Background: an optimization exercise with open tools, aiming at small area. Do not read the settings as production practice. Where RTL was checked, it was by simulation tests only, not by an equivalence proof against the original.

// Sobel
module Sobel(
	clk, rst,
	valid_in,
	data_in,
	valid_sob,
	mor,
	the
    );
==> module Cordic_top, before the edit <==
module Cordic_top(
	clk,
	gx, gy,
	mag, bin
    );
parameter [15:0] REGS = 16'hd554;
parameter KW = 15;
input clk;
input [7:0] gx, gy;
output [7:0] mag;
output [3:0] bin;
wire sx = gx[7], sy = gy[7];
wire [7:0] ax = add8(gx ^ {8{sx}}, 8'd0, sx);
wire [7:0] ay = add8(gy ^ {8{sy}}, 8'd0, sy);
wire [8:0] dd = add9({1'b0, ax}, {1'b0, ~ay}, 1'b1);
wire fl = ~dd[8];                      
wire [7:0] x0 = add8(ax, ay, 1'b0);    
wire [7:0] y0 = add8(dd[7:0] ^ {8{~fl}}, 8'd0, ~fl);
wire xy0 = ~|{ax, ay} | (ax[7] & ay[7]);
wire [19:0] xw[0:14], yw[0:14];
wire [8:0]  sw[0:14];
wire [3:0]  fw[0:14];    
Cordic_pipe #(.W(53), .EN(REGS[0])) p0(.clk(clk),
	.d({{x0, 12'b0}, {y0, 12'b0}, 9'b0, fl, sx, sy, xy0}),
	.q({xw[0], yw[0], sw[0], fw[0]}));
genvar n;
generate
for(n = 1; n <= 14; n = n + 1) begin : step
	wire [19:0] xo, yo;
	wire [8:0] so;
	wire [3:0] fo;
	wire sgn;    
	if(n < KW) begin : std
		Cordic_ir_unit #(.N(n)) u(
			.in_x(xw[n-1]), .in_y(yw[n-1]),
			.out_x(xo), .out_y(yo));
		assign sgn = yw[n-1][19];
	end else begin : mag
		wire [19:0] v;
		if(n == KW)
			assign v = {yw[n-1][19], yw[n-1][18:0] ^ {19{yw[n-1][19]}}};
		else
			assign v = yw[n-1];
		Cordic_core #(.N(n)) u(
			.in_x(xw[n-1]), .in_v(v),
			.out_x(xo), .out_v(yo));
		assign sgn = v[19];
	end
	if(n <= 9)
		assign so = {sw[n-1][7:0], ~sgn};
	else
		assign so = sw[n-1];
	if(n == 9) begin : binning
		Cordic_post bp(.sig(so), .flags(fw[n-1]), .bin(fo));
	end else begin : keep
		assign fo = fw[n-1];
	end
	Cordic_pipe #(.W(53), .EN(REGS[n])) p(.clk(clk),
		.d({xo, yo, so, fo}), .q({xw[n], yw[n], sw[n], fw[n]}));
end
endgenerate
wire [7:0] m;
Coridc_pre sc(.x(xw[14]), .mag(m));
Cordic_pipe #(.W(12), .EN(REGS[15])) po(.clk(clk),
	.d({m, fw[14]}), .q({mag, bin}));
function [7:0] add8;
	input [7:0] a, b;
	input ci;
	integer i;
	reg c;
	begin
		c = ci;
		for(i = 0; i < 8; i = i + 1) begin
			add8[i] = a[i] ^ b[i] ^ c;
			c = (a[i] & b[i]) | (a[i] & c) | (b[i] & c);
		end
	end
endfunction
function [8:0] add9;
	input [8:0] a, b;
	input ci;
	integer i;
	reg c;
	begin
		c = ci;
		for(i = 0; i < 9; i = i + 1) begin
			add9[i] = a[i] ^ b[i] ^ c;
			c = (a[i] & b[i]) | (a[i] & c) | (b[i] & c);
		end
	end
endfunction
endmodule
==> module Cordic_core, before the edit <==
module Cordic_core(
	in_x, in_v,
	out_x, out_v
    );
parameter N = 5;
input [19:0] in_x, in_v;
output [19:0] out_x, out_v;
wire s = in_v[19];
wire [19:0] w = {1'b0, in_v[18:0]};
wire [19:0] dx = $signed(in_x) >>> N;
assign out_x = add_c(in_x, w >> N, s);
wire [19:0] d = add_c(w, ~dx, 1'b1);
assign out_v = {s ^ d[19], d[18:0] ^ {19{d[19]}}};
function [19:0] add_c;
	input [19:0] a, b;
	input ci;
	integer i;
	reg c;
	begin
		c = ci;
		for(i = 0; i < 20; i = i + 1) begin
			add_c[i] = a[i] ^ b[i] ^ c;
			c = (a[i] & b[i]) | (a[i] & c) | (b[i] & c);
		end
	end
endfunction
endmodule
==> module Cordic_ir_unit, before the edit <==
module Cordic_ir_unit(
	in_x, in_y,
	out_x, out_y
    );
parameter N = 1;
input [19:0] in_x, in_y;
output [19:0] out_x, out_y;
wire neg = in_y[19];
wire [19:0] dx = $signed(in_x) >>> N;
wire [19:0] dy = $signed(in_y) >>> N;
assign out_x = add_c(in_x, dy ^ {20{neg}}, neg);
assign out_y = add_c(in_y, dx ^ {20{~neg}}, ~neg);
function [19:0] add_c;
	input [19:0] a, b;
	input ci;
	integer i;
	reg c;
	begin
		c = ci;
		for(i = 0; i < 20; i = i + 1) begin
			add_c[i] = a[i] ^ b[i] ^ c;
			c = (a[i] & b[i]) | (a[i] & c) | (b[i] & c);
		end
	end
endfunction
endmodule
==> flow/config.mk <==
export PLATFORM = sky130hd
export DESIGN_NAME = Sobel
export DESIGN_NICKNAME = Sobel
export VERILOG_FILES = /design/flow/design.v
export SDC_FILE = /design/flow/constraint.sdc
export NUM_CORES = 4
export LEC_CHECK = 0
export ABC_AREA = 1
export CAP_MARGIN = 20
export CORE_MARGIN = 2
export CORE_UTILIZATION = 70
export CTS_BUF_LIST = sky130_fd_sc_hd__clkbuf_8
export CTS_CLUSTER_DIAMETER = 60
export CTS_CLUSTER_SIZE = 18
export GPL_TIMING_DRIVEN = 0
export SLEW_MARGIN = 20
==> flow/constraint.sdc <==
create_clock -name core_clock -period 7.0 [get_ports {clk}]
set_input_delay 1.4000 -clock core_clock [delete_from_list [all_inputs] [get_ports {clk}]]
set_output_delay 1.4000 -clock core_clock [all_outputs]
set_load 0.01 [all_outputs]
standard.sh (not shown) runs the stock make flow with config.mk's settings and CLKGATE_MAP_FILE= SYNTH_SCRIPT=/design/flow/synth_recipe.tcl, a recipe that flattens the netlist after the stock synthesis.
==> flow/flow/run.sh <==
#!/bin/bash
# The standard layout (standard.sh), with one change: Yosys does not
# extract full adders (ADDER_MAP_FILE empty), so ABC maps the adders.
set -euo pipefail
bash standard.sh ADDER_MAP_FILE= finish > standard.log 2>&1
The first run completed with no timing, DRC or antenna violations.
Next try:
--- a/flow/design.v
+++ b/flow/design.v
@@ -95,7 +95,6 @@
 	mag, bin
     );
 parameter [15:0] REGS = 16'hd554;
-parameter KW = 15;
 input clk;
 input [7:0] gx, gy;
 output [7:0] mag;
@@ -120,23 +119,10 @@
 	wire [19:0] xo, yo;
 	wire [8:0] so;
 	wire [3:0] fo;
-	wire sgn;    
-	if(n < KW) begin : std
-		Cordic_ir_unit #(.N(n)) u(
-			.in_x(xw[n-1]), .in_y(yw[n-1]),
-			.out_x(xo), .out_y(yo));
-		assign sgn = yw[n-1][19];
-	end else begin : mag
-		wire [19:0] v;
-		if(n == KW)
-			assign v = {yw[n-1][19], yw[n-1][18:0] ^ {19{yw[n-1][19]}}};
-		else
-			assign v = yw[n-1];
-		Cordic_core #(.N(n)) u(
-			.in_x(xw[n-1]), .in_v(v),
-			.out_x(xo), .out_v(yo));
-		assign sgn = v[19];
-	end
+	Cordic_ir_unit #(.N(n)) u(
+		.in_x(xw[n-1]), .in_y(yw[n-1]),
+		.out_x(xo), .out_y(yo));
+	wire sgn = yw[n-1][19];    
 	if(n <= 9)
 		assign so = {sw[n-1][7:0], ~sgn};
 	else
@@ -244,33 +230,6 @@
 endfunction
 endmodule
 `timescale 1ns / 1ps
-module Cordic_core(
-	in_x, in_v,
-	out_x, out_v
-    );
-parameter N = 5;
-input [19:0] in_x, in_v;
-output [19:0] out_x, out_v;
-wire s = in_v[19];
-wire [19:0] w = {1'b0, in_v[18:0]};
-wire [19:0] dx = $signed(in_x) >>> N;
-assign out_x = add_c(in_x, w >> N, s);
-wire [19:0] d = add_c(w, ~dx, 1'b1);
-assign out_v = {s ^ d[19], d[18:0] ^ {19{d[19]}}};
-function [19:0] add_c;
-	input [19:0] a, b;
-	input ci;
-	integer i;
-	reg c;
-	begin
-		c = ci;
-		for(i = 0; i < 20; i = i + 1) begin
-			add_c[i] = a[i] ^ b[i] ^ c;
-			c = (a[i] & b[i]) | (a[i] & c) | (b[i] & c);
-		end
-	end
-endfunction
-endmodule
 `timescale 1ns / 1ps
 module Cordic_ir_unit(
 	in_x, in_y,
@@ -280,8 +239,8 @@
 input [19:0] in_x, in_y;
 output [19:0] out_x, out_y;
 wire neg = in_y[19];
-wire [19:0] dx = $signed(in_x) >>> N;
-wire [19:0] dy = $signed(in_y) >>> N;
+wire [19:0] dx = {{N{in_x[19]}}, in_x[19:N]};
+wire [19:0] dy = {{N{in_y[19]}}, in_y[19:N]};
 assign out_x = add_c(in_x, dy ^ {20{neg}}, neg);
 assign out_y = add_c(in_y, dx ^ {20{~neg}}, ~neg);
 function [19:0] add_c;
Result: The changed run produced a clean layout. Synthesized area went up by about 1.3%. Cell count barely changes. Register-to-register slack got worse by 0.04 ns. Design area went up by about 0.5%. Critical path depth went down by 6. Non-clock buffer count went down by 17.
For the first run of this note, only the layout was checked, not whether the RTL still works.

==> afterwards: timing with drivers on the ports <==
No port has a modelled driver above. Below, the same layouts with a new extraction and two added sets of constraints. Step 1: set_driving_cell puts a clkbuf_16 on clk and a buf_2 on each other input, an assumption about the parent block. Step 2 also shifts input and output timing later by t, the mid clock arrival at the registers, as if the neighbouring blocks saw the same clock. a / b / c = ideal / step 1 / step 2; a / b = the first two.
run | t, ns | slack for setup (ns) | slew at the worst register clock pin (ns) | worst slew at a driven data input, ns
the first run | 0.785 | 0.341 / 0.381 / -0.404 | 0.11 / 0.11 | 0.08
the second run | 0.787 | 0.467 / 0.504 / -0.283 | 0.11 / 0.11 | 0.08
With both steps, setup timing fails in the first run and the second run, where it was met with ideal ports. The setup slack of the second run, which loses most, moves by +0.037 ns with the drivers and by -0.750 ns with both steps.
